Context: an optimization exercise on an open-source flow, tuned for small area, a short achievable clock period and few clock cycles. The choices shown serve that exercise and are no tape-out recipe.
Where RTL was checked, it was by simulation tests only, not by an equivalence proof against the original.
The RTL of runs 1 to 3 was laid out without a check of its function.
No activity file was given, so power comes from the tool's default toggle rates.

==> design.v <==
module alu (
   input  logic [31:0]  i_a,
   input  logic [31:0]  i_b,
   input  logic         i_sub,       
   input  logic         i_arith,     
   input  logic         i_left,      
   input  logic         i_sel_sum,
   input  logic         i_sel_sh,
   input  logic         i_sel_xor,
   input  logic         i_sel_or,
   input  logic         i_sel_and,
   input  logic         i_sel_lt,
   input  logic         i_sel_ltu,
   input  logic         i_sel_b,
   output logic [31:0]  o_result,
   output logic [31:0]  o_sum,
   output logic         o_lt,
   output logic         o_ltu,
   output logic         o_eq         
);
   logic [32:0] sum;
   logic [31:0] shin, shl, shr, x;
   add_sk #(.W(32)) uu_add (.i_a(i_a), .i_b(i_b), .i_cin(i_sub), .o_sum(sum[31:0]), .o_cout(sum[32]));
   assign o_sum = sum[31:0];
   assign o_ltu = ~sum[32];
   assign o_lt  = (i_a[31] ^ ~i_b[31]) ? i_a[31] : sum[31];
   assign x     = i_a ^ i_b;
   assign o_eq  = &x;
   always_comb begin
      for (int i = 0; i < 32; i++) shin[i] = i_left ? i_a[31-i] : i_a[i];
   end
   assign shr = 32'($signed({i_arith & i_a[31], shin}) >>> i_b[4:0]);
   always_comb begin
      for (int i = 0; i < 32; i++) shl[i] = shr[31-i];
   end
   assign o_result = ({32{i_sel_sum}} & sum[31:0])
                   | ({32{i_sel_sh & ~i_left}} & shr)
                   | ({32{i_sel_sh & i_left}}  & shl)
                   | ({32{i_sel_xor}} & x)
                   | ({32{i_sel_or}}  & (i_a | i_b))
                   | ({32{i_sel_and}} & (i_a & i_b))
                   | ({32{i_sel_b}}   & i_b)
                   | {31'd0, (i_sel_lt & o_lt) | (i_sel_ltu & o_ltu)};
endmodule
module add_sk #(
   parameter W = 32
)(
   input  logic [W-1:0]  i_a,
   input  logic [W-1:0]  i_b,
   input  logic          i_cin,
   output logic [W-1:0]  o_sum,
   output logic          o_cout
);
   logic [W:0] g0, p0, G, P;
   assign g0 = {i_a & i_b, i_cin};
   assign p0 = {i_a ^ i_b, 1'b0};
   always_comb begin
      G = g0;
      P = p0;
      for (int l = 0; (1 << l) <= W; l++) begin
         for (int i = W; i >= 0; i--) begin
            if ((i >> l) & 1) begin
               G[i] = G[i] | (P[i] & G[((i >> l) << l) - 1]);
               P[i] = P[i] & P[((i >> l) << l) - 1];
            end
         end
      end
   end
   assign o_sum  = p0[W:1] ^ G[W-1:0];
   assign o_cout = G[W];
endmodule
module reg_file (
   input  logic         clk,
   input  logic         i_wr_en,
   input  logic [4:0]   i_wr_addr,
   input  logic [31:0]  i_wr_dt,
   input  logic [31:1]  i_rd1_sel,
   input  logic [31:1]  i_rd2_sel,
   output logic [31:0]  o_rd_dt_1,
   output logic [31:0]  o_rd_dt_2
);
   logic [31:0] regs [1:31];
   always_ff @(posedge clk) begin
      if (i_wr_en) regs[i_wr_addr] <= i_wr_dt;
   end
   always_comb begin
      o_rd_dt_1 = '0;
      o_rd_dt_2 = '0;
      for (int i = 1; i < 32; i++) begin
         o_rd_dt_1 = o_rd_dt_1 | ({32{i_rd1_sel[i]}} & regs[i]);
         o_rd_dt_2 = o_rd_dt_2 | ({32{i_rd2_sel[i]}} & regs[i]);
      end
   end
endmodule
module ariscv #(
   parameter NBW_ACLK      = 6,
   parameter NBW_INST      = 32,
   parameter NBW_REGISTER  = 32,
   parameter NBW_ADDR      = 5,
   parameter NBW_PC        = 32
)(
   input  logic                        clk,
   input  logic                        rst_async_n,
   input  logic [NBW_INST-1:0]         i_inst,
   output logic [NBW_PC-1:0]           o_pc,
   output logic [NBW_REGISTER-1:0]     o_writeData,
   output logic [NBW_REGISTER-1:0]     o_writeAddr,
   output logic                        o_memWrite,
   output logic [2:0]                  o_writeWidth,
   input  logic [NBW_REGISTER-1:0]     i_readData
);
   localparam logic [4:0] OP_LOAD = 5'b00000, OP_STORE = 5'b01000, OP_BRANCH = 5'b11000,
                          OP_JALR = 5'b11001, OP_JAL   = 5'b11011, OP_OPIMM  = 5'b00100,
                          OP_OP   = 5'b01100, OP_AUIPC = 5'b00101, OP_LUI    = 5'b01101;
   logic          x_redirect;
   logic [11:2]   x_target;
   logic          d_replay;
   logic [11:2]   pc_q;
   logic [4:0]    f_op;
   logic          f_jal, f_br, f_pred, f_auipc, f_rs2;
   logic [11:2]   f_tj, f_tb, f_target;
   logic [12:2]   f_pc4;
   logic [12:2]   f_alt;
   assign o_pc = {20'd0, pc_q, 2'b00};
   assign f_op    = i_inst[6:2];
   assign f_jal   = (f_op == OP_JAL);
   assign f_br    = (f_op == OP_BRANCH) & (i_inst[31] | i_inst[12]);
   assign f_pred  = f_jal | f_br;
   assign f_auipc = (f_op == OP_AUIPC);
   assign f_rs2   = (f_op == OP_OP) | (f_op == OP_BRANCH) | (f_op == OP_STORE);
   add_sk #(.W(10)) uu_tj (.i_a(pc_q), .i_b({i_inst[20], i_inst[30:22]}), .i_cin(1'b0), .o_sum(f_tj), .o_cout());
   add_sk #(.W(10)) uu_tb (.i_a(pc_q), .i_b({i_inst[7], i_inst[30:25], i_inst[11:9]}), .i_cin(1'b0), .o_sum(f_tb), .o_cout());
   assign f_target = f_jal ? f_tj : f_tb;
   assign f_pc4   = {1'b0, pc_q} + 11'd1;
   assign f_alt   = (f_auipc | (f_op == OP_LOAD) | (f_op == OP_STORE)) ? {1'b0, pc_q} : (f_pred | (f_op != OP_BRANCH)) ? f_pc4 : {1'b0, f_tb};
   always_ff @(posedge clk or negedge rst_async_n) begin
      if (!rst_async_n)    pc_q <= '0;
      else if (x_redirect) pc_q <= x_target;
      else if (d_replay)    pc_q <= d_alt[11:2];
      else if (f_jal)      pc_q <= f_tj;
      else if (f_br)       pc_q <= f_tb;
      else                 pc_q <= f_pc4[11:2];
   end
   logic          d_valid;
   logic [31:0]   d_ir;
   logic          d_pred;
   logic [12:2]   d_alt;
   logic          d_useimm, d_mem, d_wen, d_opx, d_load, d_store, d_branch, d_jalr, d_link, d_upper;
   logic [1:0]    d_immsel;
   logic [31:1]   d_rs1_sel, d_rs2_sel;
   always_ff @(posedge clk or negedge rst_async_n) begin
      if (!rst_async_n)  d_valid <= 1'b0;
      else               d_valid <= ~x_redirect & ~d_replay;
   end
   always_ff @(posedge clk) begin
      d_ir   <= i_inst;
      d_pred <= f_pred;
      d_alt  <= f_alt;
      d_useimm <= ~f_rs2;
      d_mem    <= (f_op == OP_LOAD) | (f_op == OP_STORE);
      d_wen    <= (f_op != OP_STORE) & (f_op != OP_BRANCH) & (i_inst[11:7] != 5'd0);
      d_opx    <= (f_op == OP_OP) | (f_op == OP_OPIMM);
      d_load   <= (f_op == OP_LOAD);
      d_store  <= (f_op == OP_STORE);
      d_branch <= (f_op == OP_BRANCH);
      d_jalr   <= (f_op == OP_JALR);
      d_link   <= (f_op == OP_JAL) | (f_op == OP_JALR);
      d_upper  <= (f_op == OP_LUI) | (f_op == OP_AUIPC);
      d_immsel <= (f_op == OP_STORE) ? 2'd1 : (f_op == OP_LUI) ? 2'd2 : f_auipc ? 2'd3 : 2'd0;
      for (int i = 1; i < 32; i++) begin
         d_rs1_sel[i] <= (i_inst[19:15] == 5'(i));
         d_rs2_sel[i] <= (i_inst[24:20] == 5'(i)) & f_rs2;
      end
   end
   logic [2:0]    d_f3;
   logic [4:0]    d_rs1, d_rs2, d_rd;
   logic [31:0]   d_imm;
   logic [31:0]   d_rd1, d_rd2;
   assign d_f3  = d_ir[14:12];
   assign d_rs1 = d_ir[19:15];
   assign d_rs2 = d_ir[24:20];
   assign d_rd  = d_ir[11:7];
   always_comb begin
      case (d_immsel)
         2'd1:    d_imm = {{20{d_ir[31]}}, d_ir[31:25], d_ir[11:7]};
         2'd2:    d_imm = {d_ir[31:12], 12'd0};
         2'd3:    d_imm = {d_ir[31:12], d_alt[11:2], 2'b00};
         default: d_imm = {{20{d_ir[31]}}, d_ir[31:20]};
      endcase
   end
   logic          d_sub;
   assign d_sub = d_branch | (d_opx & (d_f3[2:1] == 2'b01)) |
                  (~d_useimm & d_opx & (d_f3 == 3'd0) & d_ir[30]);
   logic          x_valid, x_wen;
   logic [4:0]    x_rd;
   logic [31:0]   x_result;
   logic          x_we;
   logic          fwd_a, fwd_b;
   assign x_we  = x_valid & x_wen;
   assign fwd_a = x_we & (x_rd == d_rs1);
   assign fwd_b = x_we & (x_rd == d_rs2) & ~d_useimm;
   assign d_replay = d_valid & d_mem & fwd_a;
   reg_file uu_rf (
      .clk         (clk),
      .i_wr_en     (x_we),
      .i_wr_addr   (x_rd),
      .i_wr_dt     (x_result),
      .i_rd1_sel   (d_rs1_sel),
      .i_rd2_sel   (d_rs2_sel),
      .o_rd_dt_1   (d_rd1),
      .o_rd_dt_2   (d_rd2)
   );
   logic [11:0]   d_addr;
   add_sk #(.W(12)) uu_addr (.i_a(d_rd1[11:0]), .i_b(d_imm[11:0]), .i_cin(1'b0), .o_sum(d_addr), .o_cout());
   logic [31:0]   x_a, x_b;
   logic [11:0]   x_addr;
   logic [2:0]    x_f3;
   logic          x_sub, x_arith, x_left;
   logic          x_sel_sum, x_sel_sh, x_sel_xor, x_sel_or, x_sel_and, x_sel_lt, x_sel_ltu, x_sel_b;
   logic          x_load, x_store, x_branch, x_jalr, x_link;
   logic          x_pred;
   logic [12:2]   x_alt;
   always_ff @(posedge clk or negedge rst_async_n) begin
      if (!rst_async_n) x_valid <= 1'b0;
      else              x_valid <= d_valid & ~x_redirect & ~d_replay;
   end
   always_ff @(posedge clk) begin
      x_a       <= fwd_a ? x_result : d_rd1;
      x_b       <= {32{d_sub}} ^ (fwd_b ? x_result : (d_rd2 | ({32{d_useimm}} & d_imm)));
      x_addr    <= d_addr;
      x_rd      <= d_rd;
      x_wen     <= d_wen;
      x_f3      <= d_f3;
      x_sub     <= d_sub;
      x_arith   <= d_ir[30];
      x_left    <= ~d_f3[2];
      x_sel_sum <= d_opx & (d_f3 == 3'd0);
      x_sel_sh  <= d_opx & (d_f3[1:0] == 2'b01);
      x_sel_xor <= d_opx & (d_f3 == 3'd4);
      x_sel_or  <= d_opx & (d_f3 == 3'd6);
      x_sel_and <= d_opx & (d_f3 == 3'd7);
      x_sel_lt  <= d_opx & (d_f3 == 3'd2);
      x_sel_ltu <= d_opx & (d_f3 == 3'd3);
      x_sel_b   <= d_upper;
      x_load    <= d_load;
      x_store   <= d_store;
      x_branch  <= d_branch;
      x_jalr    <= d_jalr;
      x_link    <= d_link;
      x_pred    <= d_pred;
      x_alt     <= d_alt;
   end
   logic [31:0]   x_alu;
   logic          x_lt, x_ltu, x_eq, x_cond, x_taken;
   logic [31:0]   x_sum;
   alu uu_alu (
      .i_a       (x_a),
      .i_b       (x_b),
      .i_sub     (x_sub),
      .i_arith   (x_arith),
      .i_left    (x_left),
      .i_sel_sum (x_sel_sum),
      .i_sel_sh  (x_sel_sh),
      .i_sel_xor (x_sel_xor),
      .i_sel_or  (x_sel_or),
      .i_sel_and (x_sel_and),
      .i_sel_lt  (x_sel_lt),
      .i_sel_ltu (x_sel_ltu),
      .i_sel_b   (x_sel_b),
      .o_result  (x_alu),
      .o_sum     (x_sum),
      .o_lt      (x_lt),
      .o_ltu     (x_ltu),
      .o_eq      (x_eq)
   );
   always_comb begin
      case (x_f3[2:1])
         2'b00:   x_cond = x_eq;
         2'b10:   x_cond = x_lt;
         default: x_cond = x_ltu;
      endcase
   end
   assign x_taken = x_cond ^ x_f3[0];
   assign x_redirect = x_valid & (x_jalr | (x_branch & (x_taken ^ x_pred)));
   assign x_target   = x_jalr ? x_sum[11:2] : x_alt[11:2];
   assign x_result = x_load ? i_readData : (x_alu | {19'd0, {11{x_link}} & x_alt, 2'b00});
   assign o_writeAddr  = {20'd0, x_addr};
   assign o_writeData  = x_b;
   assign o_writeWidth = x_f3;
   assign o_memWrite   = x_valid & x_store;
endmodule
==> flow/run.sh <==
#!/bin/bash
# The standard layout (standard.sh: its synthesis and ORFS steps, its SDC),
# with these changes to how the layout is made:
#  - the resizer is asked for more setup slack than the 11 ns clock needs;
#  - no gate cloning in timing repair (clones added after the last design
#    repair could leave slew violations);
#  - CTS without dummy loads, with larger sink clusters;
#  - ports buffered with buf_2 instead of the default delay buffer.
# ORFS writes each step's log under orfs/logs/; make's output goes to flow.log.
set -o pipefail
bash standard.sh SETUP_SLACK_MARGIN=7 SKIP_GATE_CLONING=1 \
  "CTS_ARGS=-sink_clustering_enable -repair_clock_nets -dont_use_dummy_load -sink_clustering_size 25 -sink_clustering_max_diameter 100 -buf_list {sky130_fd_sc_hd__clkbuf_8 sky130_fd_sc_hd__clkbuf_16}" \
  "BUFFER_PORTS_ARGS=-buffer_cell sky130_fd_sc_hd__buf_2" \
  finish > flow.log 2>&1
==> standard.sh <==
#!/bin/bash
# synth_recipe.tcl (not shown) runs the flow's synth.tcl, then flattens the netlist and writes it again
# the make line also repeats each setting of config.mk as NAME=value (left out here)
make -C /OpenROAD-flow-scripts/flow DESIGN_CONFIG=/design/flow/config.mk WORK_HOME=/design/flow/orfs CLKGATE_MAP_FILE= SYNTH_SCRIPT=/design/flow/synth_recipe.tcl "${@:-finish}"
==> config.mk <==
export PLATFORM = sky130hd
export DESIGN_NAME = ariscv
export DESIGN_NICKNAME = ariscv
export VERILOG_FILES = /design/flow/design.v
export SDC_FILE = /design/flow/constraint.sdc
export NUM_CORES = 8
export LEC_CHECK = 0
export CAP_MARGIN = 35
export CORE_MARGIN = 2
export CORE_UTILIZATION = 40
export SLEW_MARGIN = 35
==> constraint.sdc <==
create_clock -name core_clock -period 11.0 [get_ports {clk}]
set_input_delay 2.2000 -clock core_clock [delete_from_list [all_inputs] [get_ports {clk}]]
set_output_delay 2.2000 -clock core_clock [all_outputs]
set_load 0.01 [all_outputs]
==> results.ini, run 1 <==
[cells_and_area]
area_delta_synth_final_pct = 11.72
stdcell_count = 6347
n_fill_cell = 12650
drive_above_1_share = 0.1703
nNetsFinal = 4634

[worst_setup_path]
startpoint_type = register
slowest_stage = or4_4
r2r_cells = 14
cpPeakStageDelay_ps = 600
cpMostUsedCell = a21o_1
worstSetupPathType = register to register
crit_arrival_ps = 4610
end_kind = register
crit_required_ps = 11540
crit_fanout = 8
cp_cell_sequence = buf_12 -> a22o_1 -> a221oi_2 -> nand3_1 -> or4_4 -> ha_4 -> a21o_1 -> a21o_1 -> a21o_1 -> a21o_1 -> a21oi_4 -> o21bai_1 -> fa_2 -> xor2_2

[sta]
final-setup-viol-count = 0
finalClockSkew_ps = 111.5
worst_slew_pin_slew_ps = 1125
setup_tns_ps = 0
finalHoldViolCount = 0
hold_ws_ps = 335.8
drv_slew = 0
period_minus_slack_ps = 4072
max-slew-margin-rel = 0.2442
rsz0062_at_grt = yes
fin_crit_sh = 0.3702
fmax_mhz = 245.6

[yosys]
synthFlopType = edfxtp_1
synth_seq_cells = 1228
syn_area_per_cell_um2 = 12.93
netlist_top_cells_area = edfxtp_1, dfxtp_1, a22oi_1
synth_top_area_frac = 0.5276
synthCells = 4367
synth_cell_types = 88
synth_area_leader_cell = edfxtp_1
yosys_warnings = 6
synth-edff-count = 992
ys_seq_area_frac = 0.6124
async_flop_share = 0.009772
netlist_area_um2 = 56460

[die]
initial_core_util = 0.4036
num_rows = 137
die_w_um = 379.7
dieArea_um2 = 144200
pin_count = 166
coreArea_um2 = 139900
die_y_um = 379.7

[worst_hold_path]
hold_path.class = register to register
hold_path_depth = 0

[clock_tree]
h-tree-depth = 2
cts_tree = built
cts_root_buf = clkbuf_16
cts_inserted_buffers = 55
cts.path.max_buffers = 3
cts.sinks = 1228
clkLatencyLatePin_ps = 750
clkTransAtPathRegs_ps = 100

[grt]
grt_pass1_vias = 44470
grtUsageTotal = 0.3717
grt_remaining_overflow = 0
antenna_found_initial = 15
grt_pass1_wl_um = 373700
grt_max_degree = 65

[pwr]
power.internal_mw = 6.832
swShare = 0.3006
p_sw_mw = 2.936
leakagePower_nw = 21.00
seqPwrFrac = 0.560
p_total_mw = 9.768
power_density_nw_per_um2 = 154.9
combinationalPowerShare = 0.202
clkPwrFrac = 0.238
ir_worst_vdd_v = 0.0001512

[place]
placedCellCount = 6212
portBuffers = 121
place_congestion = 0.9861
hpwlAfterDp_um = 162400

[job]
max-cap-violations = 0

[route]
routedWlPerCell_um = 44.40
dr.pass1.iters = 10
vias = 48260
routed_via_density = 7.603
drt_wl_total_um = 281800
drt_first_iter_violations = 11210
drc = 0
ant_nets = 0

[outcome]
status = timing/DRC/antenna clean

==> stage by stage <==
stage | setup WS, ps | area, um2 | utilization
after global routing | 6818 | 63060 | 0.4508
after floorplan | 6799 | 56860 | -
final | 6928 | 63080 | 0.4509
after CTS | 6999 | 62330 | 0.4456
after global placement | 5210 | 59830 | 0.4277
after detailed placement | 5208 | 60010 | 0.4290
==> worst max-delay path: cells and delay by family (launching register included) <==
kind | cells | cell delay [ps]
xor gates and xnor gates | 1 | 290
AOI/OAI and AO/OA | 8 | 1550
and+or+nand+nor | 2 | 750
buffers and inverters | 1 | 170
adders and majority gates | 2 | 670
DFF | 1 | 420
==> layer usage <==
layer / global-route usage / part of all wire / up-vias
met3: 0.1448 / 0.17 / 1488
met5: 0 / 0.00032 / -
li1: - / - / 17970
met4: 0.2721 / 0.095 / 14
met1: 0.4530 / 0.33 / 23490
met2: 0.5338 / 0.41 / 5287
==> area by class of cell <==
type                            count  area, um2  share of cell area
Antenna cell                        9      22.52           0.0003571
Clock buffer                       55       1376             0.02182
Inverter                          108      460.4            0.007300
Multi-Input combinational cell   2723      21130              0.3349
Sequential cell                  1228      34760              0.5511
Tap cell                         1876       2347             0.03721
Timing Repair Buffer              348       2982             0.04727
==> cell families after synthesis <==
| kind of cell | synth area share |
|---|---|
| AOI/OAI and AO/OA | 0.2045 |
| DFF | 0.6124 |
| and+or+nand+nor | 0.07630 |
| buffers and inverters | 0.03455 |
| muxes | 0.03510 |
| adders and majority gates | 0.02518 |
| xor gates and xnor gates | 0.01195 |
| other | 0.00006642 |
==> final timing paths <==
check,startpoint,end,slack (ps)
max,d_rs1_sel[17],x_addr[8],6930
max reg2reg,d_rs1_sel[17],x_addr[8],6930
min in group asynchronous,rst_async_n,pc_q[9],1400
max in group asynchronous,rst_async_n,pc_q[6],9380
min,d_upper,x_sel_b,340
min reg2reg,d_upper,x_sel_b,340
==> Yosys cell counts (10+ instances only) <==
library cell,number
clkbuf_1,248
nor2_1,232
o21ai_1,33
mux4_2,43
xnor2_1,58
buf_4,50
and2_1,11
o21a_1,10
or4_1,16
a31oi_1,11
a211oi_1,13
a32oi_1,10
nand2_1,142
dfrtp_1,12
a221oi_1,233
edfxtp_1,992
a22o_1,221
mux2i_1,54
and3_1,17
buf_1,38
ha_1,88
o31ai_1,10
fa_1,16
o22ai_1,21
nand4_1,146
xor2_1,19
nand2b_1,20
nor2b_1,20
a211o_1,10
nand3b_1,10
a22oi_1,500
a21o_1,30
or3_1,14
mux2_2,33
nor3_1,76
a21oi_1,113
dfxtp_1,224
nand3_1,124
a222oi_1,71
inv_1,103
o211ai_1,30
o21ai_0,94
==> sequential cells by signal (all words and copies together) (netlist names), 2 cells and up <==
register / cells
d_rs1_sel: 31
uu_rf.regs: 992
d_alt: 11
d_ir: 25
x_a: 32
x_rd: 5
d_rs2_sel: 31
x_alt: 11
pc_q: 10
x_addr: 12
x_b: 32
d_immsel: 2
x_f3: 3
==> cells in the final DEF, fill, tap and decap left out, drive strengths merged, types with 46 or more instances in the layout <==
cell type / netlist / final
a21oi: 114 / 114
a221oi: 235 / 235
a222oi: 71 / 71
a22o: 221 / 221
a22oi: 500 / 500
buf: 101 / 346
clkbuf: 248 / 57
dfxtp: 224 / 224
edfxtp: 992 / 992
ha: 88 / 88
inv: 103 / 101
mux2i: 54 / 54
mux4: 46 / 46
nand2: 143 / 143
nand3: 124 / 124
nand4: 146 / 146
nor2: 232 / 232
nor3: 76 / 76
o21ai: 127 / 127
xnor2: 58 / 58
==> timing repair <==
action | 4_1_cts | 5_1_grt
hold buffers | 0 | 0
endpoints found under the setup margin | 746 | 351
pin swaps | 17 | 24
setup buffers | 43 | 28
hold endpoints to repair | 0 | 0
gates resized for setup | 129 | 101
==> power groups by stage <==
stage / Clock, mW / Combinational [mW] / Sequential [mW]
after global routing: 2.45 / 2.06 / 5.48
after global placement: 0 / 1.73 / 5.57
final: 2.33 / 1.97 / 5.47
after floorplan: 0 / 1.10 / 5.46
after CTS: 2.32 / 1.84 / 5.45
after detailed placement: 0 / 1.74 / 5.57
==> inputs of run 2 (changes only) <==
--- a/flow/run.sh
+++ b/flow/run.sh
@@ -9,6 +9,6 @@
 # ORFS writes each step's log under orfs/logs/; make's output goes to flow.log.
 set -o pipefail
 bash standard.sh SETUP_SLACK_MARGIN=7 SKIP_GATE_CLONING=1 \
-  "CTS_ARGS=-sink_clustering_enable -repair_clock_nets -dont_use_dummy_load -sink_clustering_size 25 -sink_clustering_max_diameter 100 -buf_list {sky130_fd_sc_hd__clkbuf_8 sky130_fd_sc_hd__clkbuf_16}" \
+  "CTS_ARGS=-sink_clustering_enable -repair_clock_nets -dont_use_dummy_load -sink_clustering_size 16 -sink_clustering_max_diameter 80 -buf_list {sky130_fd_sc_hd__clkbuf_8 sky130_fd_sc_hd__clkbuf_16}" \
   "BUFFER_PORTS_ARGS=-buffer_cell sky130_fd_sc_hd__buf_2" \
   finish > flow.log 2>&1
==> run 2 against run 1 <==
Effect of this change: count of clock-buffer cells in the layout up 34; still clean; combinational power up 3%; critical path depth up 3; synthesized area unchanged; clock skew down 5.9 ps; die area unchanged; non-clock buffer count up 14; flip-flop and latch count unchanged; critical path type unchanged; synthesized cell count unchanged.
==> results.ini, run 2 <==
[cells_and_area]
nNetsFinal = 4682
drive_above_1_share = 0.1825
largest_reg_flops = 992
layout_commonest_cell = edfxtp_1
area_delta_synth_final_pct = 13.78
mostFrequentLayoutCells = edfxtp_1, a22oi_1, a221oi_1
largest-register = uu_rf.regs
n_fill_cell = 12540
reg_top3 = uu_rf.regs: 992 flops, x_a: 32 flops, x_b: 32 flops

[grt]
grt_remaining_overflow = 0
grt_max_degree = 65
grt_pass1_vias = 44900
grt_pass1_wl_um = 376000
antenna_found_initial = 19
grtUsageTotal = 0.3750

[clock_tree]
cts_tree = built
h-tree-depth = 3
clkLatencyLatePin_ps = 750
cts_root_buf = clkbuf_16
cts.path.max_buffers = 3
clkTransAtPathRegs_ps = 80
cts.sinks = 1228
cts_inserted_buffers = 89

[yosys]
syn_area_per_cell_um2 = 12.93
synth_common_cells = edfxtp_1, a22oi_1, clkbuf_1
synth_top_area_frac = 0.5276
synthCells = 4367
async_flop_share = 0.009772
synthFlopType = edfxtp_1
synth_area_leader_cell = edfxtp_1
synth_seq_cells = 1228
yosysMostFrequentCell = edfxtp_1
netlist_top_cells_area = edfxtp_1, dfxtp_1, a22oi_1
netlist_area_um2 = 56460
synth-edff-count = 992
yosys_warnings = 6
synth_cell_types = 88
ys_seq_area_frac = 0.6124

[sta]
max-slew-margin-rel = 0.2305
fin_crit_sh = 0.3681
fin_ws_ps = 6951
rsz0062_at_grt = yes
fmax_mhz = 247.0
setup_tns_ps = 0
period_minus_slack_ps = 4049
drv_slew = 0
final-setup-viol-count = 0
finalClockSkew_ps = 105.6
worst_slew_pin_slew_ps = 1142
finalHoldViolCount = 0

[pwr]
ir_worst_vdd_v = 0.0001407
leakagePower_nw = 21.54
power_density_nw_per_um2 = 163.3

[place]
dpl_worst_slack_ps = 5208
portBuffers = 121
place_congestion = 0.9861
hpwlAfterDp_um = 162400

[die]
dieArea_um2 = 144200
die_y_um = 379.7
die_w_um = 379.7
initial_core_util = 0.4036
num_rows = 137
coreArea_um2 = 139900
pin_count = 166

[worst_setup_path]
cpPeakStageDelay_ps = 430
startpoint_type = register
end_kind = register
crit_arrival_ps = 4490
crit_buf_inv = 3
slowest_stage = fa_2
crit_required_ps = 11440
worstSetupPathType = register to register
cp_top_family = compound AO/OA/AOI/OAI gates
crit_fanout = 15
cp_cell_sequence = clkinv_8 -> ha_4 -> a21oi_2 -> nor2b_4 -> o31a_4 -> o211ai_1 -> a21o_1 -> nand2_1 -> a21o_1 -> a21o_4 -> fa_2 -> a221oi_2 -> o21ai_1 -> o21ba_4 -> nor2_4 -> buf_12 -> buf_12

[route]
routedWlPerCell_um = 44.35
vias = 48720
ant_nets = 0
drc = 0
drt_first_iter_violations = 10950
routed_via_density = 7.613
dr.pass1.iters = 12
drt_wl_total_um = 283800

[outcome]
status = timing/DRC/antenna clean

[worst_hold_path]
hold_path.class = register to register

[job]
max-cap-violations = 0

## run 2: cell counts after synthesis
No cell type changed its count.
## run 2: per-stage QoR
| stage | instances | instance area [um2] | total power [mW] | hold slack, ps | utilization |
|---|---|---|---|---|---|
| 2_1_floorplan | 4408 | 56860 | 6.562 | 309.6 | - |
| 3_3_place_gp | 6208 | 59830 | 7.300 | 311.2 | 0.4277 |
| 3_5_place_dp | 6212 | 60010 | 7.310 | 312.1 | 0.4290 |
| 4_1_cts | 6352 | 63280 | 10.30 | 319.6 | 0.4524 |
| 5_1_grt | 6390 | 64210 | 10.72 | 321.1 | 0.4591 |
| 6_report | 6400 | 64240 | 10.49 | 328.6 | 0.4593 |
## run 2: final cells by class
type / instances / area (um2) / share of cell area
Sequential cell: 1228 / 34750 / 0.5410
Tap cell: 1876 / 2347 / 0.03654
Antenna cell: 14 / 35.03 / 0.0005454
Multi-Input combinational cell: 2723 / 21230 / 0.3304
Timing Repair Buffer: 362 / 3188 / 0.04963
Clock buffer: 89 / 2227 / 0.03467
Inverter: 108 / 460.4 / 0.007168
## run 2: power by group
| group | leakage, nW | internal [mW] | switching [mW] | total [mW] |
|---|---|---|---|---|
| Combinational | 9.21 | 0.751 | 1.27 | 2.02 |
| Clock | 1.10 | 1.42 | 1.58 | 3.00 |
| Sequential | 11.2 | 5.22 | 0.256 | 5.47 |
## run 2: cell families (layout without fill, tap and decap cells)
kind of cell | after synthesis | count (layout) | share of synthesized area
other | 1 | 56 | 0.00006642
buffers and inverters | 457 | 559 | 0.03455
AOI/OAI and AO/OA | 1498 | 1498 | 0.2045
adders and majority gates | 104 | 104 | 0.02518
xor gates and xnor gates | 77 | 77 | 0.01195
and+or+nand+nor | 867 | 867 | 0.07630
DFF | 1228 | 1228 | 0.6124
muxes | 135 | 135 | 0.03510
## run 2: worst paths after layout
path | from | end | slack (ps) | depth (start not counted)
worst max register to register | x_b[3] | uu_rf.regs[19][31] | 6950 | 17
worst min-delay path | d_wen | x_wen | 330 | 0
min in group asynchronous | rst_async_n | pc_q[9] | 1380 | 1
worst max-delay path | x_b[3] | uu_rf.regs[19][31] | 6950 | 17
max in group asynchronous | rst_async_n | pc_q[6] | 9370 | 1
worst min register to register | d_wen | x_wen | 330 | 0
## run 2: what timing repair did
action / 4_1_cts / 5_1_grt
pin swaps: 19 / 33
resized for setup: 133 / 118
setup buffers: 51 / 34
hold buffers: 0 / 0
setup endpoints to repair: 772 / 295
## run 2: metal layers
| layer | up-vias | routed length, um | GRT usage |
|---|---|---|---|
| met5 | - | 465 | 0 |
| met4 | 22 | 27000 | 0.2650 |
| met3 | 1580 | 47600 | 0.1596 |
| met2 | 5374 | 115500 | 0.5383 |
| met1 | 23670 | 93250 | 0.4523 |
| li1 | 18080 | - | - |
==> inputs of run 3 (changes only) <==
--- a/design.v
+++ b/design.v
@@ -117,7 +117,7 @@
    logic          d_replay;
    logic [11:2]   pc_q;
    logic [4:0]    f_op;
-   logic          f_jal, f_br, f_pred, f_auipc, f_rs2;
+   logic          f_jal, f_br, f_pred, f_auipc;
    logic [11:2]   f_tj, f_tb, f_target;
    logic [12:2]   f_pc4;
    logic [12:2]   f_alt;
@@ -127,7 +127,6 @@
    assign f_br    = (f_op == OP_BRANCH) & (i_inst[31] | i_inst[12]);
    assign f_pred  = f_jal | f_br;
    assign f_auipc = (f_op == OP_AUIPC);
-   assign f_rs2   = (f_op == OP_OP) | (f_op == OP_BRANCH) | (f_op == OP_STORE);
    add_sk #(.W(10)) uu_tj (.i_a(pc_q), .i_b({i_inst[20], i_inst[30:22]}), .i_cin(1'b0), .o_sum(f_tj), .o_cout());
    add_sk #(.W(10)) uu_tb (.i_a(pc_q), .i_b({i_inst[7], i_inst[30:25], i_inst[11:9]}), .i_cin(1'b0), .o_sum(f_tb), .o_cout());
    assign f_target = f_jal ? f_tj : f_tb;
@@ -156,7 +155,7 @@
       d_ir   <= i_inst;
       d_pred <= f_pred;
       d_alt  <= f_alt;
-      d_useimm <= ~f_rs2;
+      d_useimm <= (f_op != OP_OP) & (f_op != OP_BRANCH) & (f_op != OP_STORE);
       d_mem    <= (f_op == OP_LOAD) | (f_op == OP_STORE);
       d_wen    <= (f_op != OP_STORE) & (f_op != OP_BRANCH) & (i_inst[11:7] != 5'd0);
       d_opx    <= (f_op == OP_OP) | (f_op == OP_OPIMM);
@@ -169,7 +168,7 @@
       d_immsel <= (f_op == OP_STORE) ? 2'd1 : (f_op == OP_LUI) ? 2'd2 : f_auipc ? 2'd3 : 2'd0;
       for (int i = 1; i < 32; i++) begin
          d_rs1_sel[i] <= (i_inst[19:15] == 5'(i));
-         d_rs2_sel[i] <= (i_inst[24:20] == 5'(i)) & f_rs2;
+         d_rs2_sel[i] <= (i_inst[24:20] == 5'(i));
       end
    end
    logic [2:0]    d_f3;
@@ -226,7 +225,7 @@
    end
    always_ff @(posedge clk) begin
       x_a       <= fwd_a ? x_result : d_rd1;
-      x_b       <= {32{d_sub}} ^ (fwd_b ? x_result : (d_rd2 | ({32{d_useimm}} & d_imm)));
+      x_b       <= {32{d_sub}} ^ (fwd_b ? x_result : (d_useimm ? d_imm : d_rd2));
       x_addr    <= d_addr;
       x_rd      <= d_rd;
       x_wen     <= d_wen;
--- a/flow/run.sh
+++ b/flow/run.sh
@@ -9,6 +9,6 @@
 # ORFS writes each step's log under orfs/logs/; make's output goes to flow.log.
 set -o pipefail
 bash standard.sh SETUP_SLACK_MARGIN=7 SKIP_GATE_CLONING=1 \
-  "CTS_ARGS=-sink_clustering_enable -repair_clock_nets -dont_use_dummy_load -sink_clustering_size 16 -sink_clustering_max_diameter 80 -buf_list {sky130_fd_sc_hd__clkbuf_8 sky130_fd_sc_hd__clkbuf_16}" \
+  "CTS_ARGS=-sink_clustering_enable -repair_clock_nets -dont_use_dummy_load -sink_clustering_size 25 -sink_clustering_max_diameter 100 -buf_list {sky130_fd_sc_hd__clkbuf_8 sky130_fd_sc_hd__clkbuf_16}" \
   "BUFFER_PORTS_ARGS=-buffer_cell sky130_fd_sc_hd__buf_2" \
   finish > flow.log 2>&1
==> run 3 against run 2 <==
Effect of this change: synthesized area increased by 1.5%; largest power group unchanged; non-clock buffer count rose by 22; sequential power is essentially flat; still clean; first-iteration DRC count grew 3.8%; count of clock-buffer cells in the layout down 32; synthesized cell count rose by 2.4%; critical path type unchanged; cell area shrank 0.54%; via count grew 1.6%.
==> results.ini, run 3 <==
[outcome]
status = timing/DRC/antenna clean

[grt]
grt_max_degree = 79
grt_pass1_vias = 45050
antenna_found_initial = 19
grt_pass1_wl_um = 377600
grt_remaining_overflow = 0
grtUsageTotal = 0.3721

[clock_tree]
clkLatencyLatePin_ps = 760
h-tree-depth = 2
cts.sinks = 1228
cts.path.max_buffers = 3
cts_root_buf = clkbuf_16
clkTransAtPathRegs_ps = 100
cts_tree = built
hold_buffers = 0
cts_inserted_buffers = 57

[yosys]
ys_seq_area_frac = 0.6033
synth_xor_area_frac = 0.01192
synthFlopType = edfxtp_1
synth_seq_cells = 1228
synth_common_cells = edfxtp_1, a22oi_1, clkbuf_1
netlist_area_um2 = 57300
synth-edff-count = 992
yosys_warnings = 6
netlist_top_cells_area = edfxtp_1, dfxtp_1, a22oi_1
synth_top_area_frac = 0.5198
synthCells = 4470
syn_area_per_cell_um2 = 12.82
synth_compound_area_frac = 0.2076
synth_cell_types = 84
synthSimpleGateAreaFrac = 0.07579
yosysMostFrequentCell = edfxtp_1
synth_area_leader_cell = edfxtp_1
synth.area.mux_share = 0.03972
synth_top_family_by_area = compound AO/OA/AOI/OAI gates
async_flop_share = 0.009772
synthAdderAreaFrac = 0.02480

[worst_setup_path]
r2r_setup_slack_ps = 7020
cpPeakStageDelay_ps = 540
cp_cell_sequence = buf_12 -> mux4_2 -> mux2_2 -> mux2i_1 -> a2bb2oi_1 -> o221ai_1 -> o32ai_4 -> buf_12 -> clkinvlp_4 -> buf_4
crit_arrival_ps = 4470
slowest_stage = mux4_2
cp_top_family = compound AO/OA/AOI/OAI gates
crit_required_ps = 11500
cpMostUsedCell = buf_12
worstSetupPathType = register to register
crit_fanout = 40
crit_buf_inv = 4
startpoint_type = register
end_kind = register

[sta]
fin_crit_sh = 0.3615
hold_ws_ps = 322.0
finalHoldViolCount = 0
rsz0062_at_grt = yes
period_minus_slack_ps = 3977
worst_slew_pin_slew_ps = 1093
final-setup-viol-count = 0
setup_tns_ps = 0
fmax_mhz = 251.5
finalClockSkew_ps = 131.7
max-slew-margin-rel = 0.2714
drv_slew = 0

[cells_and_area]
mostFrequentLayoutCells = edfxtp_1, a22oi_1, a22o_1
n_fill_cell = 12760
largest_reg_flops = 992
layout_commonest_cell = edfxtp_1
reg_top3 = uu_rf.regs: 992 flops, x_a: 32 flops, x_b: 32 flops
largest-register = uu_rf.regs
nNetsFinal = 4744
drive_above_1_share = 0.1769
area_delta_synth_final_pct = 11.49

[route]
routedWlPerCell_um = 43.97
drc = 0
ant_nets = 0
drt_wl_total_um = 284500
drt_first_iter_violations = 11370
vias = 49490
dr.pass1.iters = 10
routed_via_density = 7.648

[place]
place_congestion = 0.9782
portBuffers = 121
hpwlAfterDp_um = 164100

[die]
num_rows = 138
die_w_um = 382.5
initial_core_util = 0.4038
coreArea_um2 = 141900
dieArea_um2 = 146300
die_y_um = 382.5
pin_count = 166

[worst_hold_path]
hold_path.class = register to register

[pwr]
ir_worst_vdd_v = 0.0001147
leakagePower_nw = 21.18
power_density_nw_per_um2 = 157.9

[job]
max-cap-violations = 0

-- run 3: logic make-up (layout without fill, tap and decap cells) --
family                   Yosys count  count (layout)
AO/OA/AOI/OAI                   1558            1558
XOR/XNOR                          78              78
adder cells (fa/ha/maj)          104             104
buffers and inverters            504             565
flip-flops                      1228            1228
multiplexers                     135             135
other                              1              50
AND/OR/NAND/NOR                  862             862
-- run 3: cell type report --
cell class,count,area [um2],area share
timing repair buffer,384,3099,0.04851
multi-input combinational,2779,21690,0.3394
tap,1890,2365,0.03701
clock buffer,57,1426,0.02232
sequential,1228,34770,0.5441
antenna,8,20.02,0.0003133
inverter,124,528.0,0.008264
-- run 3: stage by stage --
step                      power (mW)  area (um2)  setup WS [ps]  instances    util
final                          10.09       63890           7023       6470  0.4502
after global routing           10.33       63870           6921       6462  0.4500
after CTS                      9.897       63020           7007       6413  0.4440
after detailed placement       7.516       60710           5196       6309  0.4278
after global placement         7.498       60530           5181       6305  0.4264
after floorplan                6.692       57620           6828       4511       -
-- run 3: worst paths after layout --
path	to	startpoint	cells after the start
min reg2reg	x_load	d_load	0
max in group asynchronous	pc_q[9]	rst_async_n	1
max	uu_rf.regs[5][8]	x_b[0]	10
max reg2reg	uu_rf.regs[5][8]	x_b[0]	10
min	x_load	d_load	0
min in group asynchronous	pc_q[6]	rst_async_n	1
-- run 3: report_power, final --
part           internal (mW)  switching, mW
clock network          0.922           1.46
logic                  0.844           1.37
registers               5.22          0.275
-- run 3: what timing repair did --
action | CTS | global route
setup buffers | 47 | 46
pin swaps | 21 | 19
endpoints found under the setup margin | 1039 | 351
resized for setup | 108 | 104
-- run 3: routing by layer --
layer	GRT usage	wire, um	vias to the layer above
met5	0.001984	213	-
met4	0.2493	25980	25
met3	0.1601	49760	1541
met2	0.5325	115900	5596
met1	0.4541	92660	23970
li1	-	-	18350
-- run 3: worst reg2reg max path, cell delays in order (launching register included) --
cell        delay (ps)
dfxtp_4            450
buf_12             300
mux4_2             560
mux2_2             310
mux2i_1            200
a2bb2oi_1          510
o221ai_1           320
o32ai_4            350
buf_12             190
clkinvlp_4         300
buf_4              310
==> inputs of run 4 (changes only) <==
--- a/design.v
+++ b/design.v
@@ -66,8 +66,17 @@
          end
       end
    end
-   assign o_sum  = p0[W:1] ^ G[W-1:0];
+   sum_xor #(.W(W)) uu_sum (.i_p(p0[W:1]), .i_c(G[W-1:0]), .o_s(o_sum));
    assign o_cout = G[W];
+endmodule
+module sum_xor #(
+   parameter W = 32
+)(
+   input  logic [W-1:0]  i_p,
+   input  logic [W-1:0]  i_c,
+   output logic [W-1:0]  o_s
+);
+   assign o_s = i_p ^ i_c;
 endmodule
 module reg_file (
    input  logic         clk,
@@ -117,7 +126,7 @@
    logic          d_replay;
    logic [11:2]   pc_q;
    logic [4:0]    f_op;
-   logic          f_jal, f_br, f_pred, f_auipc;
+   logic          f_jal, f_br, f_pred, f_auipc, f_rs2;
    logic [11:2]   f_tj, f_tb, f_target;
    logic [12:2]   f_pc4;
    logic [12:2]   f_alt;
@@ -127,6 +136,7 @@
    assign f_br    = (f_op == OP_BRANCH) & (i_inst[31] | i_inst[12]);
    assign f_pred  = f_jal | f_br;
    assign f_auipc = (f_op == OP_AUIPC);
+   assign f_rs2   = (f_op == OP_OP) | (f_op == OP_BRANCH) | (f_op == OP_STORE);
    add_sk #(.W(10)) uu_tj (.i_a(pc_q), .i_b({i_inst[20], i_inst[30:22]}), .i_cin(1'b0), .o_sum(f_tj), .o_cout());
    add_sk #(.W(10)) uu_tb (.i_a(pc_q), .i_b({i_inst[7], i_inst[30:25], i_inst[11:9]}), .i_cin(1'b0), .o_sum(f_tb), .o_cout());
    assign f_target = f_jal ? f_tj : f_tb;
@@ -155,7 +165,7 @@
       d_ir   <= i_inst;
       d_pred <= f_pred;
       d_alt  <= f_alt;
-      d_useimm <= (f_op != OP_OP) & (f_op != OP_BRANCH) & (f_op != OP_STORE);
+      d_useimm <= ~f_rs2;
       d_mem    <= (f_op == OP_LOAD) | (f_op == OP_STORE);
       d_wen    <= (f_op != OP_STORE) & (f_op != OP_BRANCH) & (i_inst[11:7] != 5'd0);
       d_opx    <= (f_op == OP_OP) | (f_op == OP_OPIMM);
@@ -168,7 +178,7 @@
       d_immsel <= (f_op == OP_STORE) ? 2'd1 : (f_op == OP_LUI) ? 2'd2 : f_auipc ? 2'd3 : 2'd0;
       for (int i = 1; i < 32; i++) begin
          d_rs1_sel[i] <= (i_inst[19:15] == 5'(i));
-         d_rs2_sel[i] <= (i_inst[24:20] == 5'(i));
+         d_rs2_sel[i] <= (i_inst[24:20] == 5'(i)) & f_rs2;
       end
    end
    logic [2:0]    d_f3;
@@ -225,7 +235,7 @@
    end
    always_ff @(posedge clk) begin
       x_a       <= fwd_a ? x_result : d_rd1;
-      x_b       <= {32{d_sub}} ^ (fwd_b ? x_result : (d_useimm ? d_imm : d_rd2));
+      x_b       <= {32{d_sub}} ^ (fwd_b ? x_result : (d_rd2 | ({32{d_useimm}} & d_imm)));
       x_addr    <= d_addr;
       x_rd      <= d_rd;
       x_wen     <= d_wen;
--- a/flow/run.sh
+++ b/flow/run.sh
@@ -8,7 +8,7 @@
 #  - ports buffered with buf_2 instead of the default delay buffer.
 # ORFS writes each step's log under orfs/logs/; make's output goes to flow.log.
 set -o pipefail
-bash standard.sh SETUP_SLACK_MARGIN=7 SKIP_GATE_CLONING=1 \
+bash standard.sh SETUP_SLACK_MARGIN=7.4 SKIP_GATE_CLONING=1 \
   "CTS_ARGS=-sink_clustering_enable -repair_clock_nets -dont_use_dummy_load -sink_clustering_size 25 -sink_clustering_max_diameter 100 -buf_list {sky130_fd_sc_hd__clkbuf_8 sky130_fd_sc_hd__clkbuf_16}" \
   "BUFFER_PORTS_ARGS=-buffer_cell sky130_fd_sc_hd__buf_2" \
   finish > flow.log 2>&1
--- a/config.mk
+++ b/config.mk
@@ -9,3 +9,5 @@
 export CORE_MARGIN = 2
 export CORE_UTILIZATION = 40
 export SLEW_MARGIN = 35
+export SYNTH_HIERARCHICAL = 1
+export SYNTH_MINIMUM_KEEP_SIZE = 0
==> run 4 against run 3 <==
Effect of this change: still clean on timing, DRC and antenna; cell area up 4.4%; critical path depth up 8; synthesized cell count down 0.22%; sequential share of layout area down 2.3 points; synthesized area up 0.29%; global-route usage down 7.6 points; clock skew down 41 ps; highest routed layer unchanged.
==> results.ini, run 4 <==
[outcome]
status = timing/DRC/antenna clean

[place]
dpl_worst_slack_ps = 5978
hpwlAfterDp_um = 137700
placedCellCount = 6318
place_congestion = 1.016
portBuffers = 121
placed_area_um2 = 60320

[cells_and_area]
mostFrequentLayoutCells = edfxtp_1, a22oi_1, buf_4
area_delta_synth_final_pct = 16.06
largest-register = uu_rf.regs
stdcell_count = 6624
drive_above_1_share = 0.2168
largest_reg_flops = 992
post-route-util = 0.4660
layout_commonest_cell = edfxtp_1
postLayoutCellArea_um2 = 66700
nNetsFinal = 4911
n_fill_cell = 12620
reg_top3 = uu_rf.regs: 992 flops, x_a: 32 flops, x_b: 32 flops

[sta]
worst_slew_pin_slew_ps = 965.6
fin_ws_ps = 7066
period_minus_slack_ps = 3934
finalHoldViolCount = 0
hold_ws_ps = 334.9
finalClockSkew_ps = 90.25
fin_crit_sh = 0.3576
max-slew-margin-rel = 0.3544
setup_tns_ps = 0
final-setup-viol-count = 0
fmax_mhz = 254.2
drv_slew = 0
rsz0062_at_grt = yes

[yosys]
yosys_warnings = 12
synthCells = 4460
netlist_area_um2 = 57470
syn_area_per_cell_um2 = 12.89

[worst_hold_path]
hold_path.class = register to register
hp-start = d_pred
hold_path_depth = 0

[clock_tree]
cts.path.max_buffers = 3
cts.sinks = 1228
cts_root_buf = clkbuf_16
cts_tree = built
clkLatencyLatePin_ps = 720
h-tree-depth = 2
clkTransAtPathRegs_ps = 100
cts_inserted_buffers = 56
hold_buffers = 0

[route]
drt_first_iter_violations = 7950
routed_via_density = 6.857
dr.pass1.iters = 14
routedWlPerCell_um = 34.96
drc = 0
vias = 45420
ant_nets = 0
drt_wl_total_um = 231500

[worst_setup_path]
cp_cell_sequence = buf_12 -> ha_4 -> nand3_2 -> nand3b_1 -> a2bb2oi_4 -> buf_12 -> buf_6 -> a2111oi_4 -> o22a_2 -> a21o_1 -> xor2_1 -> a222oi_1 -> nand3_2 -> nor2_2 -> o211ai_1 -> mux2_4 -> buf_12 -> buf_12
cpMostUsedCell = buf_12
slowest_stage = dfxtp_2
crit_required_ps = 11420
startpoint_type = register
crit_arrival_ps = 4360
r2r_cells = 18
crit_fanout = 15
worstSetupPathType = register to register
cpPeakStageDelay_ps = 340
end_kind = register
r2r-start = x_b[4]
startpoint = x_b[4]

[grt]
grt_pass1_wl_um = 312300
grt_max_degree = 54
grt_pass1_vias = 41150
grt_remaining_overflow = 0
grtUsageTotal = 0.2963
antenna_found_initial = 26

[pwr]
p_sw_mw = 3.059
clkPwrFrac = 0.227
swShare = 0.3009
combinationalPowerShare = 0.240
leakagePower_nw = 23.33
p_total_mw = 10.17
power_density_nw_per_um2 = 152.4
ir_worst_vdd_v = 0.0001297
power.internal_mw = 7.107
seqPwrFrac = 0.534

[die]
pin_count = 166
die_w_um = 383.0
num_rows = 139
die_y_um = 383.0
coreArea_um2 = 143100
initial_core_util = 0.4015
dieArea_um2 = 146700

[job]
max-cap-violations = 0

run 4: final cells by class:
type / count / area (um2) / share of cell area
sequential: 1228 / 34730 / 0.5207
multi-input combinational: 2806 / 22570 / 0.3383
timing repair buffer: 489 / 5061 / 0.07588
tap: 1903 / 2381 / 0.03570
clock buffer: 56 / 1401 / 0.02101
inverter: 135 / 544.3 / 0.008160
antenna: 7 / 17.52 / 0.0002626
run 4: per-layer routing:
metal / track usage / wire (um)
met5: 0 / 40
met4: 0.1161 / 11450
met3: 0.08015 / 34010
met2: 0.4471 / 99780
met1: 0.4051 / 86270
run 4: what timing repair did:
item	CTS	global route
endpoints found under the setup margin	1097	816
pin swaps	53	99
setup buffers	143	98
gates resized for setup	302	266
cloned	0	0
run 4: final timing paths:
check / to / slack [ps]
worst max-delay path: uu_rf.regs[23][25] / 7070
worst min-delay path: x_pred / 330
worst max register to register: uu_rf.regs[23][25] / 7070
worst min register to register: x_pred / 330
max in group asynchronous: pc_q[9] / 9280
min in group asynchronous: pc_q[3] / 1400
run 4: power by group through the flow:
stage               registers (mW)  clock network [mW]  logic, mW
floorplan                     5.47                   0       1.14
global placement              5.55                   0       1.73
detailed placement            5.55                   0       1.74
CTS                           5.41                2.32       2.08
global route                  5.44                2.47       2.54
finish                        5.43                2.30       2.44
run 4: critical path, delay by kind of cell, from the launching register on:
| family | cells | cell delay, ps |
|---|---|---|
| xor+xnor | 1 | 70 |
| flops | 1 | 340 |
| buf+inv | 5 | 700 |
| compound gates | 6 | 1160 |
| simple gates | 4 | 790 |
| fa+ha+maj | 1 | 290 |
| mux | 1 | 330 |
Testbench counts of run 4, summed over its fixed seeds: cycles 365,440.
==> inputs of run 5 (changes only) <==
--- a/flow/run.sh
+++ b/flow/run.sh
@@ -8,7 +8,7 @@
 #  - ports buffered with buf_2 instead of the default delay buffer.
 # ORFS writes each step's log under orfs/logs/; make's output goes to flow.log.
 set -o pipefail
-bash standard.sh SETUP_SLACK_MARGIN=7.4 SKIP_GATE_CLONING=1 \
+bash standard.sh SETUP_SLACK_MARGIN=6.7 SKIP_GATE_CLONING=1 \
   "CTS_ARGS=-sink_clustering_enable -repair_clock_nets -dont_use_dummy_load -sink_clustering_size 25 -sink_clustering_max_diameter 100 -buf_list {sky130_fd_sc_hd__clkbuf_8 sky130_fd_sc_hd__clkbuf_16}" \
   "BUFFER_PORTS_ARGS=-buffer_cell sky130_fd_sc_hd__buf_2" \
   finish > flow.log 2>&1
==> run 5 against run 4 <==
Effect of this change: still clean on timing, DRC and antenna; via count decreased by 5.5%; register-to-register slack got worse by 260 ps; synthesized area unchanged; non-clock buffer count decreased by 215; maximum frequency decreased by 6.1%; power decreased by 5.4%; count of clock-buffer cells in the layout unchanged; flip-flop and latch count unchanged; clock power about the same; critical endpoint is now o_writeData[1]; largest cell class unchanged.
==> results.ini, run 5 <==
[place]
dpl_worst_slack_ps = 5795
place_congestion = 0.9797
placedCellCount = 6323
hpwlAfterDp_um = 139700
portBuffers = 121

[cells_and_area]
drive_above_1_share = 0.1305
nNetsFinal = 4696
layout_commonest_cell = edfxtp_1
stdcell_count = 6408
mostFrequentLayoutCells = edfxtp_1, a22oi_1, dfxtp_1
largest-register = uu_rf.regs
reg_top3 = uu_rf.regs: 992 flops, x_a: 32 flops, x_b: 32 flops
largest_reg_flops = 992
area_delta_synth_final_pct = 8.502
n_fill_cell = 13060

[die]
die_y_um = 383.0
dieArea_um2 = 146700
num_rows = 139
pin_count = 166
initial_core_util = 0.4015
die_w_um = 383.0
coreArea_um2 = 143100

[worst_setup_path]
r2r_setup_slack_ps = 6810
crit_required_ps = 8800
crit_arrival_ps = 1990
worstSetupPathType = register to output pin
end_kind = output pin
crit_fanout = 45
startpoint_type = register

[sta]
fin_ws_ps = 6811
finalHoldViolCount = 0
rsz0062_at_grt = yes
finalClockSkew_ps = 116.8
setup_tns_ps = 0
period_minus_slack_ps = 4189
drv_slew = 0
fmax_mhz = 238.7
max-slew-margin-rel = 0.3633
final-setup-viol-count = 0
fin_crit_sh = 0.3808
worst_slew_pin_slew_ps = 955.1

[outcome]
status = timing/DRC/antenna clean

[route]
routedWlPerCell_um = 33.54
ant_nets = 0
routed_via_density = 6.701
drc = 0
drt_wl_total_um = 214900
drt_first_iter_violations = 7115
dr.pass1.iters = 10
vias = 42940

[yosys]
netlist_area_um2 = 57470
yosys_warnings = 12
synthCells = 4460
syn_area_per_cell_um2 = 12.89

[clock_tree]
cts_inserted_buffers = 56
cts.path.max_buffers = 3
h-tree-depth = 2
cts.sinks = 1228
clkTransAtPathRegs_ps = 80
cts_root_buf = clkbuf_16
cts_tree = built
clkLatencyLatePin_ps = 740

[pwr]
ir_worst_vdd_v = 0.0001297
power_density_nw_per_um2 = 154.3
leakagePower_nw = 21.70

[grt]
grt_pass1_vias = 39990
antenna_found_initial = 18
grt_remaining_overflow = 0
grt_pass1_wl_um = 297400
grtUsageTotal = 0.2805
grt_max_degree = 62

[worst_hold_path]
hold_path.class = register to register

[job]
max-cap-violations = 0

-- run 5: path summary, 6_finish.rpt --
check,depth (start not counted),start,end
worst min-delay path,0,d_wen,x_wen
worst min register to register,0,d_wen,x_wen
max in group asynchronous,1,rst_async_n,pc_q[9]
worst max-delay path,2,x_b[1],o_writeData[1]
worst max register to register,18,x_b[0],x_b[6]
min in group asynchronous,1,rst_async_n,pc_q[5]
-- run 5: cell type report --
class / count / area [um2] / share of cell area
diodes: 6 / 15.01 / 0.0002408
clock buffers: 56 / 1401 / 0.02247
inverters: 135 / 506.7 / 0.008127
multi-input cells: 2806 / 21420 / 0.3435
flip-flops and latches: 1228 / 34600 / 0.5550
well taps: 1903 / 2381 / 0.03819
repair buffers: 274 / 2024 / 0.03247
-- run 5: layer usage --
metal,wire (um),part of all wire,track usage
met1,81560,0.38,0.3766
met2,96340,0.45,0.4376
met3,26290,0.12,0.05932
met4,10700,0.050,0.1235
met5,13,0.000060,0
-- run 5: through the flow --
step	instance area [um2]	utilization	hold slack [ps]	total power, mW
6_report	62350	0.4356	330.1	9.622
3_3_place_gp	60310	0.4213	310.1	7.289
3_5_place_dp	60330	0.4215	314.3	7.302
5_1_grt	62340	0.4355	341.6	9.913
2_1_floorplan	57650	-	309.6	6.596
4_1_cts	62010	0.4333	331.8	9.562
-- run 5: critical path, stage by stage, from the launching register on --
cell and delay (ps):
dfxtp_4 530, buf_6 470, buf_2 250
-- run 5: what timing repair did --
| item | 4_1_cts | 5_1_grt |
|---|---|---|
| cloned | 0 | 0 |
| buffers inserted | 11 | 11 |
| gates resized for setup | 31 | 30 |
| endpoints found under the setup margin | 455 | 203 |
| pin swaps | 5 | 7 |
| hold buffers | 0 | 0 |
-- run 5: power breakdown --
group	switching, mW	internal [mW]	total (mW)
clock	1.40	0.908	2.31
combinational	1.19	0.669	1.86
sequential	0.240	5.21	5.45
==> inputs of run 6 (changes only) <==
--- a/flow/run.sh
+++ b/flow/run.sh
@@ -8,7 +8,7 @@
 #  - ports buffered with buf_2 instead of the default delay buffer.
 # ORFS writes each step's log under orfs/logs/; make's output goes to flow.log.
 set -o pipefail
-bash standard.sh SETUP_SLACK_MARGIN=6.7 SKIP_GATE_CLONING=1 \
+bash standard.sh SETUP_SLACK_MARGIN=7.35 SKIP_GATE_CLONING=1 \
   "CTS_ARGS=-sink_clustering_enable -repair_clock_nets -dont_use_dummy_load -sink_clustering_size 25 -sink_clustering_max_diameter 100 -buf_list {sky130_fd_sc_hd__clkbuf_8 sky130_fd_sc_hd__clkbuf_16}" \
   "BUFFER_PORTS_ARGS=-buffer_cell sky130_fd_sc_hd__buf_2" \
   finish > flow.log 2>&1
==> run 6 against run 5 <==
Effect of this change: synthesized cell count unchanged; critical path type is now register to register; via count rose by 2.8%; register-to-register slack gained 200 ps; flip-flop and latch count did not move; clock power barely moved; maximum frequency increased by 5.1%; first-iteration DRC count rose by 8.8%; largest cell class unchanged; critical path depth grew 14; die area did not move; combinational power up 19%; critical endpoint is now uu_rf.regs[23][28]; worst setup slack better by 200 ps; cell area up 4.5%; largest power group unchanged.
==> results.ini, run 6 <==
[sta]
fin_crit_sh = 0.3623
finalClockSkew_ps = 111.4
drv_slew = 0
max-slew-margin-rel = 0.3852
setup_tns_ps = 0
hold_ws_ps = 329.4
period_minus_slack_ps = 3985
finalHoldViolCount = 0
worst_slew_pin_slew_ps = 919.6
rsz0062_at_grt = yes
fin_ws_ps = 7015
fmax_mhz = 250.9
final-setup-viol-count = 0

[place]
place_congestion = 0.9918
placed_area_um2 = 60320
dpl_worst_slack_ps = 5804
portBuffers = 121
hpwlAfterDp_um = 138200

[worst_setup_path]
crit_required_ps = 11400
r2r-start = x_b[8]
r2r_setup_slack_ps = 7010
cpPeakStageDelay_ps = 490
worstSetupPathDepth = 16
cp_top_family = compound AO/OA/AOI/OAI gates
worstSetupPathType = register to register
crit_fanout = 15
r2r-end = uu_rf.regs[23][28]
startpoint = x_b[8]
crit_buf_inv = 3
crit_arrival_ps = 4390
cp-endpoint = uu_rf.regs[23][28]
slowest_stage = dfxtp_2
startpoint_type = register
r2r_cells = 16
cp_cell_sequence = ha_4 -> a21oi_1 -> o21ai_2 -> a2bb2oi_4 -> nand2_4 -> a21oi_4 -> buf_6 -> o21ai_2 -> xor2_1 -> a222oi_1 -> nand3_1 -> a21oi_2 -> nand2_1 -> mux2_4 -> buf_12 -> buf_12
end_kind = register

[grt]
gr-max-usage-layer = met2
grt_pass1_wl_um = 303800
grt_max_degree = 62
grt_pass1_vias = 40280
grt_use_met3 = 0.07350
grt_util_met1 = 0.3904
grtUsageTotal = 0.2877
antenna_found_initial = 26
gr-usage-met2 = 0.4431
grt_remaining_overflow = 0

[clock_tree]
clkLatencyLatePin_ps = 730
clkTransAtPathRegs_ps = 100
h-tree-depth = 2
cts.path.max_buffers = 3
hold_buffers = 0
cts_inserted_buffers = 55
cts_root_buf = clkbuf_16
cts_tree = built
cts.sinks = 1228

[cells_and_area]
nNetsFinal = 4824
reg_top3 = uu_rf.regs: 992 flops, x_a: 32 flops, x_b: 32 flops
largest-register = uu_rf.regs
drive_above_1_share = 0.1856
largest_reg_flops = 992
n_fill_cell = 12690
postLayoutCellArea_um2 = 65190
layout_commonest_cell = edfxtp_1
mostFrequentLayoutCells = edfxtp_1, a22oi_1, nand2_1
area_delta_synth_final_pct = 13.44

[yosys]
syn_area_per_cell_um2 = 12.89
netlist_area_um2 = 57470
synthCells = 4460
yosys_warnings = 12

[die]
num_rows = 139
die_y_um = 383.0
die_w_um = 383.0
pin_count = 166
coreArea_um2 = 143100
initial_core_util = 0.4015
dieArea_um2 = 146700

[route]
vias = 44160
drt_first_iter_violations = 7740
ant_nets = 0
routed_via_density = 6.752
dr.pass1.iters = 10
drt_wl_total_um = 223600
routedWlPerCell_um = 34.18
drc = 0

[pwr]
leakagePower_nw = 22.74
ir_worst_vdd_v = 0.0001255
power_density_nw_per_um2 = 152.4
p_total_mw = 9.935

[outcome]
status = timing/DRC/antenna clean

[worst_hold_path]
hp-start = d_jalr
hold_path.class = register to register

[job]
max-cap-violations = 0

[run 6: how the worst min path moves through the flow]
| stage | to | slack (ps) | depth (start not counted) |
|---|---|---|---|
| 6_report | x_jalr | 330 | 0 |
| 5_1_grt | x_jalr | 340 | 0 |
| 4_1_cts | x_jalr | 330 | 0 |
| 3_5_place_dp | x_wen | 310 | 0 |
| 3_3_place_gp | x_jalr | 310 | 0 |
| 2_1_floorplan | x_alt[12] | 310 | 0 |
[run 6: metrics by stage]
stage,std cells,util
2_1_floorplan,4507,-
3_3_place_gp,6317,0.4213
5_1_grt,6534,0.4554
6_report,6540,0.4555
3_5_place_dp,6317,0.4214
4_1_cts,6460,0.4449
[run 6: worst register-to-register path: stages (launching register included)]
cell       delay [ps]
dfxtp_2           490
ha_4              280
a21oi_1           260
o21ai_2           160
a2bb2oi_4         350
nand2_4           110
a21oi_4           250
buf_6             190
o21ai_2            80
xor2_1            170
a222oi_1          300
nand3_1           220
a21oi_2           160
nand2_1            60
mux2_4            310
buf_12            150
buf_12            160
[run 6: power by group]
part / leakage (nW) / internal, mW / switching (mW)
clock network: 0.678 / 0.893 / 1.39
registers: 11.2 / 5.22 / 0.229
logic: 10.9 / 0.866 / 1.34
[run 6: area by class of cell]
| type | count | area [um2] | area share |
|---|---|---|---|
| Inverter | 135 | 521.8 | 0.008003 |
| Tap cell | 1903 | 2381 | 0.03652 |
| Clock buffer | 55 | 1376 | 0.02111 |
| Antenna cell | 10 | 25.02 | 0.0003839 |
| Sequential cell | 1228 | 34680 | 0.5320 |
| Multi-Input combinational cell | 2806 | 22160 | 0.3399 |
| Timing Repair Buffer | 403 | 4044 | 0.06203 |
[run 6: what timing repair did]
item	4_1_cts	5_1_grt
pin swaps	50	49
resized for setup	233	147
setup buffers	88	69
endpoints found under the setup margin	1085	839
[run 6: metal layers]
layer,share of wire,routed length [um]
met1,0.38,84880
met2,0.44,97960
met3,0.14,30760
met4,0.044,9891
met5,0.00024,54
==> inputs of run 7 (changes only) <==
--- a/flow/run.sh
+++ b/flow/run.sh
@@ -8,7 +8,7 @@
 #  - ports buffered with buf_2 instead of the default delay buffer.
 # ORFS writes each step's log under orfs/logs/; make's output goes to flow.log.
 set -o pipefail
-bash standard.sh SETUP_SLACK_MARGIN=7.35 SKIP_GATE_CLONING=1 \
+bash standard.sh SETUP_SLACK_MARGIN=7 SKIP_GATE_CLONING=1 \
   "CTS_ARGS=-sink_clustering_enable -repair_clock_nets -dont_use_dummy_load -sink_clustering_size 25 -sink_clustering_max_diameter 100 -buf_list {sky130_fd_sc_hd__clkbuf_8 sky130_fd_sc_hd__clkbuf_16}" \
   "BUFFER_PORTS_ARGS=-buffer_cell sky130_fd_sc_hd__buf_2" \
   finish > flow.log 2>&1
==> run 7 against run 6 <==
Effect of this change: still clean; worst setup slack improved by 0.50 ps; routed wire length fell by 5.8%; register-to-register slack improved by 20 ps; count of clock-buffer cells in the layout grew 1; via count down 2.2%; flip-flop and latch count unchanged; clock skew decreased by 7.5 ps; utilization fell by 1.7 points; maximum frequency about the same; sequential power barely moved; synthesized cell count did not move; global-route usage down 1.5 points; highest routed layer unchanged.
==> results.ini, run 7 <==
[pwr]
p_total_mw = 9.671
power.internal_mw = 6.824
swShare = 0.2944
power_density_nw_per_um2 = 154.0
clkPwrFrac = 0.239
ir_worst_vdd_v = 0.0001357
leakagePower_nw = 21.85
combinationalPowerShare = 0.195
seqPwrFrac = 0.566
p_sw_mw = 2.847

[route]
drt_wl_total_um = 210700
routedWlPerCell_um = 32.81
ant_nets = 0
routed_via_density = 6.722
drt_first_iter_violations = 7711
drc = 0
vias = 43160
dr.pass1.iters = 7

[clock_tree]
clkLatencyLatePin_ps = 730
cts_tree = built
cts.sinks = 1228
clkTransAtPathRegs_ps = 70
cts_inserted_buffers = 56
cts_root_buf = clkbuf_16
h-tree-depth = 2
cts.path.max_buffers = 3

[die]
die_w_um = 383.0
coreArea_um2 = 143100
num_rows = 139
pin_count = 166
dieArea_um2 = 146700
initial_core_util = 0.4015
die_y_um = 383.0

[sta]
hold_ws_ps = 329.2
finalHoldViolCount = 0
fin_crit_sh = 0.3623
worst_slew_pin_slew_ps = 947.0
drv_slew = 0
finalClockSkew_ps = 104.0
fmax_mhz = 250.9
period_minus_slack_ps = 3985
max-slew-margin-rel = 0.3686
rsz0062_at_grt = yes
setup_tns_ps = 0
final-setup-viol-count = 0

[worst_setup_path]
crit_required_ps = 11530
r2r_cells = 14
startpoint_type = primary input
cpPeakStageDelay_ps = 330
crit_arrival_ps = 4510
crit_fanout = 3
end_kind = register
slowest_stage = a31oi_2
cp_cell_sequence = buf_2 -> ha_4 -> a21o_1 -> a31o_1 -> a31oi_2 -> inv_1 -> xor2_1 -> nor4_1 -> a311oi_1 -> a211oi_1 -> o22ai_1
worstSetupPathType = primary input to register

[cells_and_area]
area_delta_synth_final_pct = 9.307
largest_reg_flops = 992
postLayoutCellArea_um2 = 62820
mostFrequentLayoutCells = edfxtp_1, a22oi_1, nand2_1
reg_top3 = uu_rf.regs: 992 flops, x_a: 32 flops, x_b: 32 flops
layout_commonest_cell = edfxtp_1
n_fill_cell = 12970
post-route-util = 0.4389
largest-register = uu_rf.regs
nNetsFinal = 4713
drive_above_1_share = 0.1428

[grt]
grt_remaining_overflow = 0
grt_pass1_vias = 39800
antenna_found_initial = 22
grtUsageTotal = 0.2730
grt_pass1_wl_um = 290700
grt_max_degree = 62

[worst_hold_path]
hold_path_depth = 0
hold_path.class = register to register

[place]
place_congestion = 1.002
placed_area_um2 = 60320
hpwlAfterDp_um = 137200
portBuffers = 121

[yosys]
syn_area_per_cell_um2 = 12.89
yosys_warnings = 12
netlist_area_um2 = 57470
synthCells = 4460

[job]
max-cap-violations = 0

[outcome]
status = timing/DRC/antenna clean

==> run 7: cell type report <==
cell class | count | area [um2] | area share
inverter | 135 | 510.5 | 0.008127
antenna | 2 | 5.005 | 0.00007967
tap | 1903 | 2381 | 0.03790
sequential | 1228 | 34640 | 0.5515
timing repair buffer | 291 | 2231 | 0.03551
clock buffer | 56 | 1401 | 0.02231
multi-input combinational | 2806 | 21640 | 0.3446
==> run 7: critical path: cells and delay by family <==
kind / cells / cell delay, ps
simple gates: 1 / 240
fa+ha+maj: 1 / 260
buf+inv: 2 / 350
xor+xnor: 1 / 190
compound gates: 6 / 1250
==> run 7: power groups by stage <==
stage	Combinational [mW]	Sequential, mW	Clock, mW
after detailed placement	1.72	5.56	0
final	1.89	5.47	2.31
after floorplan	1.13	5.47	0
after CTS	1.77	5.45	2.34
after global routing	2.00	5.48	2.49
after global placement	1.71	5.55	0
==> run 7: repair_timing <==
action | CTS | global route
setup endpoints to repair | 859 | 379
hold buffers | 0 | 0
gates cloned | 0 | 0
gates resized for setup | 68 | 57
setup buffers | 13 | 31
pin swaps | 7 | 14
==> run 7: worst paths after layout <==
path                        startpoint      end  slack [ps]
max                         i_inst[11]  pc_q[9]        7020
max reg2reg                     x_b[2]  pc_q[3]        7030
max in group asynchronous  rst_async_n  pc_q[9]        9310
min reg2reg                    d_upper  x_sel_b         330
min                            d_upper  x_sel_b         330
min in group asynchronous  rst_async_n  pc_q[2]        1400
==> run 7: metrics by stage <==
step,worst slack [ps],cells
3_5_place_dp,6028,6319
4_1_cts,6975,6388
2_1_floorplan,7038,4507
5_1_grt,6947,6420
3_3_place_gp,6124,6317
6_report,7015,6421
==> run 7: layer usage <==
metal	global-route usage	part of all wire	wire length, um	up-vias
met5	0	0.00033	69	-
met4	0.1023	0.043	9002	12
met3	0.06139	0.12	25060	398
met2	0.4255	0.45	94450	2932
met1	0.3714	0.39	82100	21730
li1	-	-	-	18090

## what the ideal ports hide
The flow's constraints put no driver on any port. The routed layouts listed below were extracted and timed again, unchanged, in two steps.
Step 1 sets driving cells, clkbuf_16 on the clock port and buf_2 on the other inputs (assumed; they add their load-dependent delay and slew).
Step 2 times the ports against the registers' clock, not the clock port: input delays grow and output delays shrink by t, the midpoint of the rising clock arrivals with the driver on.
Three values: no drivers, after step 1, after step 2; two values: the first two.
| run | shift t [ns] | slack for setup (ns) |
|---|---|---|
| run 1 | 0.770 | 6.928 / 6.928 / 6.329 |
| run 2 | 0.775 | 6.951 / 6.951 / 6.347 |
| run 3 | 0.771 | 7.023 / 7.023 / 6.262 |
| run 4 | 0.769 | 7.066 / 7.066 / 6.443 |
| run 5 | 0.756 | 6.811 / 6.734 / 6.269 |
| run 6 | 0.759 | 7.015 / 7.015 / 6.553 |
| run 7 | 0.757 | 7.015 / 6.995 / 6.320 |
After both steps every run listed still meets setup and hold.
